This is an optimization exercise on Yosys and OpenROAD, whose aim is small area, a short achievable clock period and few clock cycles per item, not a production implementation.
Where RTL was checked, it was by simulation tests only, not by an equivalence proof against the original.

the previous run:
// snitch_shared_muldiv
module snitch_shared_muldiv #(
  parameter int unsigned IdWidth = 8,
  parameter int unsigned DataWidth = 32
) (
  input  logic                 clk_i,
  input  logic                 rst_ni,
  input  logic [31:0]          acc_qaddr_i,   
  input  logic [IdWidth-1:0]   acc_qid_i,
  input  logic [31:0]          acc_qdata_op_i,   
  input  logic [DataWidth-1:0] acc_qdata_arga_i,
  input  logic [DataWidth-1:0] acc_qdata_argb_i,
  input  logic [DataWidth-1:0] acc_qdata_argc_i,
  input  logic                 acc_qvalid_i,
  output logic                 acc_qready_o,
  output logic [DataWidth-1:0] acc_pdata_o,
  output logic [IdWidth-1:0]   acc_pid_o,
  output logic                 acc_perror_o,
  output logic                 acc_pvalid_o,
  input  logic                 acc_pready_i
);
  logic st_nega_q, st_norm_q, st_dstep_q, st_mstep_q, st_fix_q, st_resp_q;
  logic idle;
  assign idle = ~(st_nega_q | st_norm_q | st_dstep_q | st_mstep_q | st_fix_q | st_resp_q);
  logic [2:0] f3;
  assign f3 = acc_qdata_op_i[14:12];
  logic in_div, in_sdiv, in_negA, in_negB, in_msa;
  assign in_div  = f3[2];
  assign in_sdiv = f3[2] & ~f3[0];                  
  assign in_negA = in_sdiv & acc_qdata_arga_i[31];
  ...
Size in the first run: ~1700 cells after synthesis, ~130 flip-flops, ~220 I/O pins.
==> flow/config.mk <==
export PLATFORM = sky130hd
export DESIGN_NAME = snitch_shared_muldiv
export DESIGN_NICKNAME = snitch_shared_muldiv
export VERILOG_FILES = /design/flow/design.v
export SDC_FILE = /design/flow/constraint.sdc
export NUM_CORES = 4
export LEC_CHECK = 0
export CAP_MARGIN = 20
export CORE_MARGIN = 2
export CORE_UTILIZATION = 40
export SLEW_MARGIN = 20
==> flow/constraint.sdc <==
create_clock -name core_clock -period 11.0 [get_ports {clk_i}]
set_input_delay 2.2000 -clock core_clock [delete_from_list [all_inputs] [get_ports {clk_i}]]
set_output_delay 2.2000 -clock core_clock [all_outputs]
set_load 0.01 [all_outputs]
run.sh (not shown) runs the stock make flow with config.mk's settings and CLKGATE_MAP_FILE= SYNTH_SCRIPT=/design/flow/synth_recipe.tcl, a recipe that flattens the netlist after the stock synthesis.
Testbench counts of the previous run, summed over its fixed seeds: cycles 109,603, ops 8,000.
Edits applied to the flow inputs when going from the previous run to the current run:
- SETUP_SLACK_MARGIN newly set to 5
==> flow/flow/run.sh (new file) <==
#!/bin/bash
set -e
sed 's/SETUP_SLACK_MARGIN=[0-9.]*/SETUP_SLACK_MARGIN=8/' standard.sh > standard_m.sh
bash standard_m.sh > standard.log 2>&1
==> flow/standard.sh (new file) <==
#!/bin/bash
# synth_recipe.tcl (not shown) runs the flow's synth.tcl, then flattens the netlist and writes it again
# the make line also repeats each setting of config.mk as NAME=value (left out here)
make -C /OpenROAD-flow-scripts/flow DESIGN_CONFIG=/design/flow/config.mk WORK_HOME=/design/flow/orfs CLKGATE_MAP_FILE= SYNTH_SCRIPT=/design/flow/synth_recipe.tcl "${@:-finish}"
removed: flow/run.sh
## What came out
- Measured against each other, the current run and the previous run differ in register share of the cell area, the lower figure coming from the current run.
- Against the previous run, the current run reports a fraction of area in multi-input gates that is lower.
- Side by side, area growth from synthesis to layout turned out higher in the current run than in the previous run.
- Global router's overall resource usage, the current run and the previous run, lower one = the previous run.
- Looking at half-perimeter wire length after placement across both flows, the current run is the stronger of the two, with the previous run trailing.
- From the current run to the previous run, total number of tap cells did not move at all.
- Final period demand of the worst path was lower in the current run than in the previous run.
- The current run vs. the previous run: share of the core filled with cells +13 points.


Another version of the RTL of snitch_shared_muldiv (not shown whole).
For scale: about 140 flip-flops, about 220 I/O pins.
Settings: LEC_CHECK=0, ABC_AREA=1, CAP_MARGIN=20, CORE_MARGIN=2, CORE_UTILIZATION=40, SETUP_SLACK_MARGIN=5, SLEW_MARGIN=20; clock period 11.0 ns.
standard.sh (not shown) runs the stock make flow with config.mk's settings and CLKGATE_MAP_FILE= SYNTH_SCRIPT=/design/flow/synth_recipe.tcl, a recipe that flattens the netlist after the stock synthesis.
==> flow/flow/run.sh <==
#!/bin/bash
set -e
sed 's/SETUP_SLACK_MARGIN=[0-9.]*/SETUP_SLACK_MARGIN=6/' standard.sh > standard_m.sh
bash standard_m.sh > standard.log 2>&1
The first run finished clean.
Testbench counts at the start, summed over its fixed seeds: cycles 68,118, ops 8,000.
Next try:
==> flow/run.sh (new file) <==
#!/bin/bash
# synth_recipe.tcl (not shown) runs the flow's synth.tcl, then flattens the netlist and writes it again
# the make line also repeats each setting of config.mk as NAME=value (left out here)
make -C /OpenROAD-flow-scripts/flow DESIGN_CONFIG=/design/flow/config.mk WORK_HOME=/design/flow/orfs CLKGATE_MAP_FILE= SYNTH_SCRIPT=/design/flow/synth_recipe.tcl finish
removed: flow/flow/run.sh
removed: flow/standard.sh
Outcome:
- The new run passed the timing, design-rule and antenna checks
- critical path depth drops by 13
- final cell count shrinks by about 5%
- clock skew came out higher by 0.0039 ns
- flip-flop and latch count does not change
- worst setup slack gets worse by 0.48 ns
- clock-buffer cell count stays the same
- routed wire length is lower by 7.9%


Another version of the RTL of snitch_shared_muldiv (not shown whole).
Size: ~2700 cells after synthesis, about 140 flip-flops, ~220 I/O pins.
clock: 11.0 ns
lec_check: 0
abc_area: 1
cap_margin: 20
core_margin: 2
core_utilization: 40
setup_slack_margin: 5
slew_margin: 20
==> flow/flow/run.sh <==
#!/bin/bash
set -e
sed 's/SETUP_SLACK_MARGIN=[0-9.]*/SETUP_SLACK_MARGIN=6/' standard.sh > standard_m.sh
bash standard_m.sh > standard.log 2>&1
The starting point passed the timing, design-rule and antenna checks.
Testbench counts at the start, summed over its fixed seeds: cycles 60,126, ops 8,000.
==> next run, changes <==
==> flow/run.sh (new file) <==
#!/bin/bash
# synth_recipe.tcl (not shown) runs the flow's synth.tcl, then flattens the netlist and writes it again
# the make line also repeats each setting of config.mk as NAME=value (left out here)
make -C /OpenROAD-flow-scripts/flow DESIGN_CONFIG=/design/flow/config.mk WORK_HOME=/design/flow/orfs CLKGATE_MAP_FILE= SYNTH_SCRIPT=/design/flow/synth_recipe.tcl finish
removed: flow/flow/run.sh
removed: flow/standard.sh
After rerunning:
- The changed run completed with no timing, DRC or antenna violations
- die area stays the same
- first-iteration DRC count went down by 5.1%
- cell count goes down by 3.8%
- global-route usage fell by 2.2 points
- final area goes down by 13%
- wire length goes down by 9.6%
- worst hold slack gets better by 0.013 ns
==> next run, changes <==
==> flow/flow/run.sh (new file) <==
#!/bin/bash
set -e
sed 's/SETUP_SLACK_MARGIN=[0-9.]*/SETUP_SLACK_MARGIN=5.5/' standard.sh > standard_m.sh
bash standard_m.sh > standard.log 2>&1
==> flow/standard.sh (new file) <==
#!/bin/bash
# synth_recipe.tcl (not shown) runs the flow's synth.tcl, then flattens the netlist and writes it again
# the make line also repeats each setting of config.mk as NAME=value (left out here)
make -C /OpenROAD-flow-scripts/flow DESIGN_CONFIG=/design/flow/config.mk WORK_HOME=/design/flow/orfs CLKGATE_MAP_FILE= SYNTH_SCRIPT=/design/flow/synth_recipe.tcl "${@:-finish}"
removed: flow/run.sh
What happened: Maximum frequency rose by about 8%. Final area rose by about 6%. Hold slack loses 0.0042 ns. Routed wire length rose by about 5%. Die area does not change. Global-route usage rose by 1.1 points. Non-clock buffer count rose by 40. Synthesized area is unchanged. Utilization rose by 2.8 points. Worst setup slack gains 0.45 ns.
==> next run, changes <==
==> flow/flow/run.sh (replaced) <==
#!/bin/bash
set -e
sed 's/SETUP_SLACK_MARGIN=[0-9.]*/SETUP_SLACK_MARGIN=5.4/' standard.sh > standard_m.sh
bash standard_m.sh > standard.log 2>&1
Result: Setup slack gets worse by 0.19 ns. Non-clock buffer count falls by 11. Maximum frequency decreases by about 3.4%. Global-route usage is lower by 0.33 points.


snitch_shared_muldiv, a different RTL version from the one above (not shown whole).
Size in the first run: about 140 flip-flops.
==> flow/config.mk <==
export PLATFORM = sky130hd
export DESIGN_NAME = snitch_shared_muldiv
export DESIGN_NICKNAME = snitch_shared_muldiv
export VERILOG_FILES = /design/flow/design.v
export SDC_FILE = /design/flow/constraint.sdc
export NUM_CORES = 4
export LEC_CHECK = 0
export CAP_MARGIN = 20
export CORE_MARGIN = 2
export CORE_UTILIZATION = 40
export SETUP_SLACK_MARGIN = 5
export SLEW_MARGIN = 20
==> flow/constraint.sdc <==
create_clock -name core_clock -period 11.0 [get_ports {clk_i}]
set_input_delay 2.2000 -clock core_clock [delete_from_list [all_inputs] [get_ports {clk_i}]]
set_output_delay 2.2000 -clock core_clock [all_outputs]
set_load 0.01 [all_outputs]
==> flow/flow/run.sh <==
#!/bin/bash
set -e
sed 's/SETUP_SLACK_MARGIN=[0-9.]*/SETUP_SLACK_MARGIN=6.5/' standard.sh > standard_m.sh
bash standard_m.sh > standard.log 2>&1
Next try:
==> flow/run.sh (new file) <==
#!/bin/bash
# synth_recipe.tcl (not shown) runs the flow's synth.tcl, then flattens the netlist and writes it again
# the make line also repeats each setting of config.mk as NAME=value (left out here)
make -C /OpenROAD-flow-scripts/flow DESIGN_CONFIG=/design/flow/config.mk WORK_HOME=/design/flow/orfs CLKGATE_MAP_FILE= SYNTH_SCRIPT=/design/flow/synth_recipe.tcl finish
removed: flow/flow/run.sh
removed: flow/standard.sh
The new run went through all stages and came out clean.
Hold slack gets better by 0.012 ns.
Cell count shrinks by 6.9%.
Wire length shrinks by 16%.
Clock skew hardly moves.
Register-to-register slack gets worse by 0.95 ns.
Function was not checked in any run of this note: the RTL went through the layout flow alone.


Another version of the RTL of snitch_shared_muldiv (not shown whole).
Size in the first run: about 2700 cells after synthesis, about 180 flip-flops, about 220 I/O pins, ~19000 um^2 of cells after synthesis.
Design snitch_shared_muldiv, start of the top module:
module snitch_shared_muldiv #(
  parameter int unsigned IdWidth = 8,
  parameter int unsigned DataWidth = 32
) (
  input  logic                 clk_i,
  input  logic                 rst_ni,
  input  logic [31:0]          acc_qaddr_i,   
  input  logic [IdWidth-1:0]   acc_qid_i,
  input  logic [31:0]          acc_qdata_op_i,   
  input  logic [DataWidth-1:0] acc_qdata_arga_i,
  input  logic [DataWidth-1:0] acc_qdata_argb_i,
  input  logic [DataWidth-1:0] acc_qdata_argc_i,
  input  logic                 acc_qvalid_i,
  output logic                 acc_qready_o,
  output logic [DataWidth-1:0] acc_pdata_o,
  output logic [IdWidth-1:0]   acc_pid_o,
  output logic                 acc_perror_o,
  output logic                 acc_pvalid_o,
  input  logic                 acc_pready_i
);
clock: 11.0 ns
lec_check: 0
abc_area: 1
cap_margin: 20
core_margin: 2
core_utilization: 40
setup_slack_margin: 5
slew_margin: 20
run.sh (not shown) runs the stock make flow with config.mk's settings and CLKGATE_MAP_FILE= SYNTH_SCRIPT=/design/flow/synth_recipe.tcl, a recipe that flattens the netlist after the stock synthesis.
Stock flow here: none of the scripts above is used.
The first run produced a clean layout.
Testbench counts at the start, summed over its fixed seeds: cycles 60,134, ops 8,000.
Then changed:
--- a/flow/config.mk
+++ b/flow/config.mk
@@ -9,5 +9,5 @@
 export CAP_MARGIN = 20
 export CORE_MARGIN = 2
-export CORE_UTILIZATION = 40
+export CORE_UTILIZATION = 55
 export SETUP_SLACK_MARGIN = 5
 export SLEW_MARGIN = 20
Result: The new run completed without violations. Routed wire length came out lower by 4.9%. Design area came out lower by 0.81%.
Then changed:
--- a/flow/config.mk
+++ b/flow/config.mk
@@ -6,8 +6,7 @@
 export NUM_CORES = 4
 export LEC_CHECK = 0
-export ABC_AREA = 1
 export CAP_MARGIN = 20
 export CORE_MARGIN = 2
-export CORE_UTILIZATION = 55
+export CORE_UTILIZATION = 40
 export SETUP_SLACK_MARGIN = 5
 export SLEW_MARGIN = 20
Flip-flop and latch count stays the same.
Sequential share of layout area goes down by 0.50 points.
Cell count shrinks by a few percent.
Wire length is higher slightly.

## separate check: timing with driven ports
No port has a modelled driver above. Below, the same layouts with a new extraction and two added sets of constraints.
Step 1, drivers: a clkbuf_16 drives clk_i and a buf_2 each remaining input, both assumed.
Step 2, shift: input delay + t, output delay - t, t = (earliest + latest rising clock arrival at the registers) / 2. This alone moves slack from input paths to output paths.
Three values: no drivers, after step 1, after step 2; two values: the first two.
run | shift t [ns] | setup slack, ns | clock arrival spread, ns
the previous run | 0.492 | 3.975 / 3.975 / 3.975 | 0.025 / 0.025
the current run | 0.481 | 5.633 / 5.633 / 5.633 | 0.018 / 0.018
the first run of note 2 | 0.542 | 5.542 / 5.542 / 5.542 | 0.011 / 0.011
the second run of note 2 | 0.528 | 5.067 / 5.010 / 5.071 | 0.015 / 0.016
the first run of note 3 | 0.518 | 5.738 / 5.738 / 5.712 | 0.018 / 0.019
the second run of note 3 | 0.517 | 5.070 / 5.012 / 5.067 | 0.017 / 0.016
the third run of note 3 | 0.522 | 5.522 / 5.466 / 5.577 | 0.012 / 0.012
the fourth run of note 3 | 0.522 | 5.332 / 5.272 / 5.482 | 0.015 / 0.015
the first run of note 4 | 0.514 | 5.563 / 5.517 / 6.031 | 0.021 / 0.021
the second run of note 4 | 0.515 | 5.011 / 4.953 / 5.128 | 0.019 / 0.018
the first run of note 5 | 0.556 | 5.138 / 5.127 / 5.127 | 0.020 / 0.020
the second run of note 5 | 0.530 | 5.106 / 5.106 / 5.106 | 0.020 / 0.020
the third run of note 5 | 0.532 | 5.095 / 5.071 / 5.071 | 0.025 / 0.025
After both steps setup and hold are still met in every run listed. The setup slack of the first run of note 3, which loses most, moves by 0.000 ns with the drivers and by -0.026 ns with both steps.
